From an optimization exercise on the open Yosys and OpenROAD flow, aimed at small area, a short achievable clock period and few clock cycles; shortcuts taken in it are not production practice. Function was checked by simulation only, so behaviour that the tests miss may differ from the original. No activity file was given, so power comes from the tool's default toggle rates.

File: flow/design.v
`timescale 1ns / 1ps
module CacheTop(
	sys_addr,
	sys_wdata,
	sys_rdata,
	sys_rd,
	sys_wr,
	sys_ack,
	sys_bval,
	ram_addr,
	ram_avalid,
	ram_rnw,
	ram_rdata,
	ram_wdata,
	ram_ack,
	cache_clk,
	rst
);
input	wire	[15:0]	sys_addr;
input	wire	[31:0]	sys_wdata;
output	wire	[31:0]	sys_rdata;
input	wire	[3:0]	sys_bval;
input	wire	sys_rd;
input	wire	sys_wr;
output	wire	sys_ack;
output	wire	[11:0]	ram_addr;
input	wire	[7:0]	ram_rdata;
output	wire	[7:0]	ram_wdata;
output	wire	ram_avalid;
output	wire	ram_rnw;
input	wire	ram_ack;
input	wire	cache_clk;
input	wire	rst;
integer i;
genvar gi, gl, gk;
reg [4095:0] mem;
reg [319:0]  tagv;
reg [31:0]   valid;
reg [31:0]   dirty;
reg [95:0]   age;
reg [15:0] a_q;
reg [31:0] wd_q;
reg [3:0]  be_q;
always @(posedge cache_clk) begin
	a_q  <= sys_addr;
	wd_q <= sys_wdata;
	be_q <= sys_bval;
end
wire [9:0] tg = a_q[15:6];
wire [1:0] st = a_q[5:4];
wire [1:0] wi = a_q[3:2];
wire [3:0] sd   = (st == 2'd0) ? 4'b0001 : (st == 2'd1) ? 4'b0010 :
                  (st == 2'd2) ? 4'b0100 : 4'b1000;
wire [3:0] wdec = (wi == 2'd0) ? 4'b0001 : (wi == 2'd1) ? 4'b0010 :
                  (wi == 2'd2) ? 4'b0100 : 4'b1000;
reg st_look, st_miss, ack_q, is_wr;
reg cpu_we_q;
reg [7:0]  hit_q;       
reg [7:0]  vic_q;       
reg [7:0]  inc_q;       
reg [31:0] rdata_q;
wire st_idle = !st_look && !st_miss && !ack_q;
reg        fill_act;
reg [7:0]  fill_vic;
reg [3:0]  fill_sd;
reg [3:0]  fill_cnt;
reg        wb_pend;
reg        wb_need;
reg [11:0] wb_addr;
reg [127:0] wb_buf;
reg        r_wr, r_wack;
reg [3:0]  wr_cnt;
reg        ram_avalid_q;
reg        ram_rnw_q;
reg [11:0] ram_addr_q;
assign sys_ack    = ack_q;
assign sys_rdata  = rdata_q;
assign ram_avalid = ram_avalid_q;
assign ram_rnw    = ram_rnw_q;
assign ram_addr   = ram_addr_q;
assign ram_wdata  = wb_buf[7:0];
wire [1:0] ps = sys_addr[5:4];
reg  [7:0] phit;
reg  [7:0] pvic;
generate
for (gi = 0; gi < 8; gi = gi + 1) begin: pway
	wire [39:0] t4 = tagv[gi*40 +: 40];
	wire [11:0] g4 = age[gi*12 +: 12];
	wire [3:0]  v4 = valid[gi*4 +: 4];
	wire [9:0]  t  = ps[1] ? (ps[0] ? t4[39:30] : t4[29:20]) : (ps[0] ? t4[19:10] : t4[9:0]);
	wire [2:0]  g  = ps[1] ? (ps[0] ? g4[11:9] : g4[8:6]) : (ps[0] ? g4[5:3] : g4[2:0]);
	wire        v  = ps[1] ? (ps[0] ? v4[3] : v4[2]) : (ps[0] ? v4[1] : v4[0]);
	always @* begin
		phit[gi] = v && (t == sys_addr[15:6]);
		pvic[gi] = (g == 3'd7);
	end
end
endgenerate
wire [9:0]   wtag  [0:7];
wire [2:0]   wage  [0:7];
wire [127:0] wline [0:7];
wire [7:0]   wval;
wire [7:0]   wdirty;
generate
for (gi = 0; gi < 8; gi = gi + 1) begin: way
	wire [39:0]  t4 = tagv[gi*40 +: 40];
	wire [11:0]  g4 = age[gi*12 +: 12];
	wire [511:0] l4 = mem[gi*512 +: 512];
	wire [3:0]   v4 = valid[gi*4 +: 4];
	wire [3:0]   d4 = dirty[gi*4 +: 4];
	assign wtag[gi]  = st[1] ? (st[0] ? t4[39:30] : t4[29:20]) : (st[0] ? t4[19:10] : t4[9:0]);
	assign wage[gi]  = st[1] ? (st[0] ? g4[11:9] : g4[8:6]) : (st[0] ? g4[5:3] : g4[2:0]);
	assign wline[gi] = st[1] ? (st[0] ? l4[511:384] : l4[383:256]) : (st[0] ? l4[255:128] : l4[127:0]);
	assign wval[gi]  = st[1] ? (st[0] ? v4[3] : v4[2]) : (st[0] ? v4[1] : v4[0]);
	assign wdirty[gi] = st[1] ? (st[0] ? d4[3] : d4[2]) : (st[0] ? d4[1] : d4[0]);
end
endgenerate
reg [2:0]   hage;
reg [9:0]   vtag;
reg         vdirty;
reg [127:0] line;
reg [31:0]  word;
reg [7:0]   inc;
always @* begin
	hage = 0; vtag = 0; vdirty = 0; line = 0;
	for (i = 0; i < 8; i = i + 1) begin
		if (hit_q[i]) begin
			hage = hage | wage[i];
			line = line | wline[i];
		end
		if (vic_q[i]) begin
			vtag = vtag | wtag[i];
			vdirty = vdirty | (wval[i] & wdirty[i]);
		end
	end
	for (i = 0; i < 8; i = i + 1)
		inc[i] = (wage[i] < hage);
	case (wi)
		2'd0: word = line[31:0];
		2'd1: word = line[63:32];
		2'd2: word = line[95:64];
		default: word = line[127:96];
	endcase
end
wire hit = |hit_q;
wire hit_fill  = fill_act && |(hit_q & fill_vic) && |(sd & fill_sd);
wire byp       = hit_fill && ram_ack && (fill_cnt == {wi, 2'b11});
wire avail     = !hit_fill || (fill_cnt > {wi, 2'b11}) || byp;
wire [3:0] wlo = {wi, 2'b00};
wire wconf     = fill_act && !hit_fill &&
                 ((fill_cnt[3:2] == wi) || (fill_cnt == wlo - 4'd1));
wire fill_last = fill_act && ram_ack && (fill_cnt == 4'd15);
wire ram_free  = (!fill_act && !r_wr && !r_wack && !wb_pend) ||
                 (r_wack && ram_ack) ||
                 (fill_last && !wb_pend);
wire go_hit  = st_look && hit && avail && !(is_wr && wconf);
wire go_miss = st_look && !hit && ram_free;
always @(posedge cache_clk or posedge rst) begin
	if (rst) begin
		st_look  <= 0;
		st_miss  <= 0;
		ack_q    <= 0;
		cpu_we_q <= 0;
	end else begin
		ack_q    <= go_hit;
		cpu_we_q <= go_hit && is_wr;
		if (st_idle && (sys_rd || sys_wr))
			st_look <= 1;
		else if (go_hit || go_miss)
			st_look <= 0;
		else if (st_miss)
			st_look <= 1;
		st_miss <= go_miss;
	end
end
always @(posedge cache_clk) begin
	if (st_idle) begin
		is_wr <= sys_wr;
		hit_q <= phit;
		vic_q <= pvic;
	end
	if (go_miss)
		hit_q <= vic_q;
	inc_q <= inc;
	rdata_q[23:0]  <= word[23:0];
	rdata_q[31:24] <= byp ? ram_rdata : word[31:24];
end
generate
for (gl = 0; gl < 32; gl = gl + 1) begin: meta
	wire sel = sd[gl % 4];
	always @(posedge cache_clk or posedge rst) begin
		if (rst) begin
			age[gl*3 +: 3] <= gl / 4;
			valid[gl]      <= 1'b0;
		end else begin
			if (ack_q && sel) begin
				if (hit_q[gl / 4])
					age[gl*3 +: 3] <= 3'd0;
				else if (inc_q[gl / 4])
					age[gl*3 +: 3] <= age[gl*3 +: 3] + 3'd1;
			end
			if (st_miss && sel && hit_q[gl / 4])
				valid[gl] <= 1'b1;
		end
	end
	always @(posedge cache_clk) begin
		if (cpu_we_q && sel && hit_q[gl / 4])
			dirty[gl] <= 1'b1;
		else if (st_miss && sel && hit_q[gl / 4])
			dirty[gl] <= 1'b0;
		if (st_miss && sel && hit_q[gl / 4])
			tagv[gl*10 +: 10] <= tg;
	end
end
endgenerate
always @(posedge cache_clk or posedge rst) begin
	if (rst) begin
		fill_act     <= 0;
		r_wr         <= 0;
		r_wack       <= 0;
		wb_pend      <= 0;
		ram_avalid_q <= 0;
	end else begin
		ram_avalid_q <= 0;
		if (fill_last) begin
			fill_act <= 0;
			if (wb_pend) begin
				r_wr         <= 1;
				ram_avalid_q <= 1;
			end
		end
		if (r_wr && wr_cnt == 4'd15) begin
			r_wr   <= 0;
			r_wack <= 1;
		end
		if (r_wack && ram_ack) begin
			r_wack  <= 0;
			wb_pend <= 0;
		end
		if (go_miss) begin
			fill_act     <= 1;
			ram_avalid_q <= 1;
			wb_pend      <= vdirty;
		end
	end
end
always @(posedge cache_clk) begin
	if (fill_act && ram_ack)
		fill_cnt <= fill_cnt + 4'd1;
	if (fill_last && wb_pend) begin
		ram_rnw_q  <= 0;
		ram_addr_q <= wb_addr;
	end
	if (r_wr) begin
		wr_cnt <= wr_cnt + 4'd1;
		wb_buf <= wb_buf >> 8;
	end
	if (fill_last)
		wr_cnt <= 0;
	if (st_miss && wb_need)
		wb_buf <= line;
	if (go_miss) begin
		fill_vic   <= vic_q;
		fill_sd    <= sd;
		fill_cnt   <= 0;
		wb_need    <= vdirty;
		wb_addr    <= {vtag, st};
		ram_rnw_q  <= 1;
		ram_addr_q <= a_q[15:4];
	end
end
generate
for (gk = 0; gk < 16; gk = gk + 1) begin: lane
	wire fsel = fill_act && (fill_cnt == gk);
	wire fcol = fsel && ram_ack;
	wire ccol = wdec[gk / 4] && be_q[gk % 4];
	wire [7:0] din = fsel ? ram_rdata : wd_q[(gk%4)*8 +: 8];
	for (gl = 0; gl < 32; gl = gl + 1) begin: ln
		wire frow = fill_vic[gl / 4] && fill_sd[gl % 4];
		wire crow = cpu_we_q && hit_q[gl / 4] && sd[gl % 4];
		always @(posedge cache_clk)
			if ((frow && fcol) || (crow && ccol))
				mem[(gl*128) + gk*8 +: 8] <= din;
	end
end
endgenerate
endmodule
File: flow/run.sh
#!/bin/bash
# synth_recipe.tcl (not shown) runs the flow's synth.tcl, then flattens the netlist and writes it again
# the make line also repeats each setting of config.mk as NAME=value (left out here)
make -C /OpenROAD-flow-scripts/flow DESIGN_CONFIG=/design/flow/config.mk WORK_HOME=/design/flow/orfs CLKGATE_MAP_FILE= SYNTH_SCRIPT=/design/flow/synth_recipe.tcl finish
File: flow/config.mk
export PLATFORM = sky130hd
export DESIGN_NAME = CacheTop
export DESIGN_NICKNAME = CacheTop
export VERILOG_FILES = /design/flow/design.v
export SDC_FILE = /design/flow/constraint.sdc
export NUM_CORES = 4
export LEC_CHECK = 0
export ABC_CLOCK_PERIOD_IN_PS = 3000
export CAP_MARGIN = 20
export CORE_MARGIN = 2
export CORE_UTILIZATION = 50
export SETUP_SLACK_MARGIN = 4.5
export SLEW_MARGIN = 20
export SYNTH_MEMORY_MAX_BITS = 8192
File: flow/constraint.sdc
create_clock -name core_clock -period 8.0 [get_ports {cache_clk}]
set_input_delay 1.6000 -clock core_clock [delete_from_list [all_inputs] [get_ports {cache_clk}]]
set_output_delay 1.6000 -clock core_clock [all_outputs]
set_load 0.01 [all_outputs]
==> notes.md <==
worst register-to-register path, delay by kind of cell (launching register included):
kind                   cells  cell delay [ns]
AOI/OAI and AO/OA          2             1.30
buffers and inverters      3             0.86
and+or+nand+nor            3             0.78
DFF                        1             0.43
muxes                      1             0.18
flip-flops by register name, indices dropped and copies added, names as in the netlist, 14 cells and up:
name,cells
a_q,14
rdata_q,32
dirty,32
mem,4096
age,96
wd_q,32
valid,32
wb_buf,128
tagv,320
per-layer routing:
metal,track usage,up-vias,wire (microns)
met5,0.00148,-,313
met3,0.116,1873,99000
met4,0.195,36,48000
li1,-,44746,-
met2,0.504,8726,305000
met1,0.451,60165,246000
area by class of cell:
| class | count | share of cell area |
|---|---|---|
| Clock buffer | 636 | 0.0586 |
| Sequential cell | 4866 | 0.641 |
| Timing Repair Buffer | 582 | 0.0318 |
| Tap cell | 5175 | 0.0288 |
| Inverter | 44 | 0.000762 |
| Clock inverter | 274 | 0.0121 |
| Multi-Input combinational cell | 5023 | 0.226 |
| Antenna cell | 63 | 0.000701 |
cell usage after synthesis, types with 3 or more instances:
| cell | n |
|---|---|
| edfxtp_1 | 4598 |
| mux2i_1 | 1288 |
| o22ai_1 | 1143 |
| mux4_2 | 585 |
| clkbuf_1 | 411 |
| nand2_1 | 402 |
| buf_2 | 247 |
| o21ai_0 | 247 |
| a22oi_1 | 212 |
| mux2_2 | 205 |
| nand3_1 | 154 |
| dfxtp_1 | 131 |
| dfrtp_1 | 89 |
| nor4_1 | 87 |
| xnor2_1 | 83 |
| nor3_1 | 68 |
| buf_4 | 61 |
| ha_1 | 61 |
| nor2_1 | 56 |
| nand4_1 | 52 |
| a21oi_1 | 48 |
| dfstp_2 | 48 |
| inv_1 | 42 |
| a211oi_1 | 36 |
| buf_1 | 33 |
| and3_1 | 32 |
| and4_1 | 32 |
| or2_2 | 32 |
| a222oi_1 | 24 |
| a31oi_1 | 24 |
| buf_6 | 18 |
| nand2b_1 | 18 |
| or4_1 | 18 |
| and2_1 | 17 |
| nor2b_1 | 14 |
| o41ai_1 | 12 |
| a21o_1 | 10 |
| o21a_1 | 9 |
| nand4b_1 | 8 |
| a211oi_2 | 6 |
| xor2_1 | 4 |
| a2111oi_0 | 3 |
what timing repair did:
item / in CTS / in global routing
gates cloned: 39 / 29
endpoints found under the setup margin: 4421 / 1203
gates resized for setup: 764 / 159
hold endpoints to repair: 0 / 0
pin swaps: 36 / 28
buffers inserted: 75 / 45
hold buffers: 0 / 0
cells by family (layout without fill, tap and decap cells):
| kind of cell | count (synthesis) | in the layout | share of synthesized area |
|---|---|---|---|
| compound gates | 1783 | 1783 | 0.0582 |
| xor+xnor | 87 | 87 | 0.00392 |
| fa+ha+maj | 61 | 61 | 0.00393 |
| buf+inv | 817 | 1536 | 0.0195 |
| flops | 4866 | 4866 | 0.743 |
| mux | 2079 | 2079 | 0.146 |
| other cells | 0 | 63 | 0 |
| simple gates | 999 | 1013 | 0.0256 |
worst max path at each step:
stage                start     endpoint  slack, ns  cells after the start
2_1_floorplan  sys_addr[4]     hit_q[4]       4.53                      7
3_3_place_gp   sys_addr[5]     hit_q[4]       2.60                      6
3_5_place_dp        a_q[5]  rdata_q[21]       2.76                      7
4_1_cts             a_q[5]  rdata_q[16]       4.16                      9
5_1_grt           hit_q[6]    mem[3262]       4.45                      6
6_report            a_q[4]  rdata_q[17]       4.31                      9
per-stage QoR:
step	std cells	setup WS (ns)	cell area (sq um)	hold slack (ns)
after floorplan	10692	4.53	194000	0.409
after global placement	15485	2.60	201000	0.438
after detailed placement	15499	2.76	201000	0.450
after CTS	16523	4.16	223000	0.460
after global routing	16616	4.45	225000	0.487
final	16663	4.31	225000	0.459
power groups by stage:
stage	Combinational (mW)	Clock (mW)	Sequential [mW]
after floorplan	3.85	0	29.8
after global placement	7.92	0	30.1
after detailed placement	8.05	0	30.1
after global routing	9.74	23.9	29.6
after CTS	8.97	22.9	29.6
final	9.85	22.8	29.6
==> flow_metrics.env <==
export IMPL_yosysTopAreaCellShare=0.711
export IMPL_path_buf_inv=3
export IMPL_yosysTopAreaCell="edfxtp_1"
export IMPL_slowest_delay_ns=1.08
export IMPL_cp_data_required_time_ns=8.87
export IMPL_dp_hpwl_microns=403000
export IMPL_intPower_mw=44.5
export IMPL_layout_common_cells="edfxtp_1, mux2i_1, o22ai_1, mux4_2, clkbuf_16"
export IMPL_ctsLongestPathBuffers=4
export IMPL_reg2reg_depth=9
export IMPL_grt_use_total=0.344
export IMPL_p_switching_mw=17.8
export IMPL_power_density_nw_per_um2=277
export IMPL_endpoint_kind="flop"
export IMPL_io_buffers=117
export IMPL_critPathMaxFanout=39
export IMPL_final_core_util=0.582
export IMPL_ios=120
export IMPL_yosysUniqueCellTypes=60
export IMPL_grt_setup_unrepaired="true"
export IMPL_overflow=0
export IMPL_cp_start_kind="flop"
export IMPL_r2r_end="rdata_q[17]"
export IMPL_synth_edf_count=4598
export IMPL_min_period_ns=3.69
export IMPL_drc=0
export IMPL_run_status="finished clean"
export IMPL_wire_per_inst_microns=41.9
export IMPL_vdd_drop_max_mv=0.233
export IMPL_synthesis_nets=10818
export IMPL_finalHoldViolCount=0
export IMPL_min_to="ram_rnw_q"
export IMPL_yosys_top_cells_area="edfxtp_1, mux4_2, mux2i_1"
export IMPL_avgSynthCellArea_sq_um=18.2
export IMPL_nets=11127
export IMPL_ys_seq_area_frac=0.743
export IMPL_multi_input_area_sq_um=50800
export IMPL_cap_violations=0
export IMPL_synthCells=10692
export IMPL_clock_latency_ns=1.05
export IMPL_setup_violations=0
export IMPL_start_util=0.503
export IMPL_ys_flop_type="edfxtp_1"
export IMPL_vias=115546
export IMPL_crit_family="compound AO/OA/AOI/OAI gates"
export IMPL_fin_setup_tns_ns=0
export IMPL_fillerInstances=28532
export IMPL_cts_tree="yes"
export IMPL_die_area_sq_um=393000
export IMPL_yosys_warnings=1
export IMPL_period_share=0.461
export IMPL_pwr_share_clk=0.367
export IMPL_cts_root_buf="clkbuf_16"
export IMPL_switching_share=0.285
export IMPL_post_route_cells_drive_above_1_share=0.239
export IMPL_drtIter0Drc=18414
export IMPL_skew_ns=0.0917
export IMPL_reg2reg_slack_ns=4.31
export IMPL_worst_pin_slew_ns=1.31
export IMPL_ys_ff_latch=4866
export IMPL_total_power_mw=62.3
export IMPL_totalWireLength_microns=698000
export IMPL_die_h_microns=627
export IMPL_core_area_sq_um=386000
export IMPL_cp_data_arrival_time_ns=4.56
export IMPL_area_delta_synth_final_pct=15.9
export IMPL_pwr_share_comb=0.158
export IMPL_synthArstFlopShare=0.0282
export IMPL_clkTransAtPathRegs_ns=0.06
export IMPL_slowest_stage="a222oi_1"
export IMPL_rows=228
export IMPL_vias_per_cell=6.93
export IMPL_crit_chain="buf_6 > bufbuf_16 > nand2_8 > buf_12 > o22ai_1 > nor4_4 > nand3_2 > a222oi_1 > mux2i_1"
export IMPL_slew_viol_final=0
export IMPL_grt_pass1_wl_microns=917000
export IMPL_grt_max_degree=164
export IMPL_register_area_sq_um=144000
export IMPL_hp_start="ram_rnw_q"
export IMPL_antenna_found_initial=60
export IMPL_cts_sinks=4866
export IMPL_timing_rr_start="a_q[4]"
export IMPL_ant_nets=0
export IMPL_layout_commonest_cell="edfxtp_1"
export IMPL_crit_type="flop to flop"
export IMPL_hp_class="flop to flop"
export IMPL_grt_pass1_vias=108837
export IMPL_max_freq_mhz=271
export IMPL_power_leakage_nw=74.3
export IMPL_die_x_microns=627
export IMPL_htree_levels=5
export IMPL_syn_cell_area_sq_um=194000
export IMPL_first_pass_iters=8
export IMPL_gp_congestion=0.924
export IMPL_seq_power_share=0.475
export IMPL_holdPathStages=2
export IMPL_slew_headroom=0.125
export IMPL_cts_buffers_inserted=484
Testbench counts, summed over its fixed seeds: cycles 107,125.

static timing again, ports no longer ideal:
The results above use ideal ports. As a check the final layout listed here was re-extracted and re-timed, cells and wires unchanged. Step 1 sets driving cells, clkbuf_16 on the clock port and buf_2 on the other inputs (assumed; they add their load-dependent delay and slew). Step 2 adds t to the input delays and takes it off the output delays; t is the mean of the earliest and latest rising clock arrival at the registers after step 1. Input paths then give back, and output paths get back, about the clock's delay inside the block. a / b / c = no drivers / after step 1 / after step 2; a / b = the first two.
t (ns): 1.135
slack for setup (ns): 4.311 / 4.311 / 3.512
hold slack, ns: 0.459 / 0.459 / 0.459
worst slew at a driven data input, ns: 0.06
pins driven straight from the clock port: 1
After both steps setup and hold are still met in this run. The setup slack of this run moves by 0.000 ns with the drivers and by -0.799 ns with both steps.
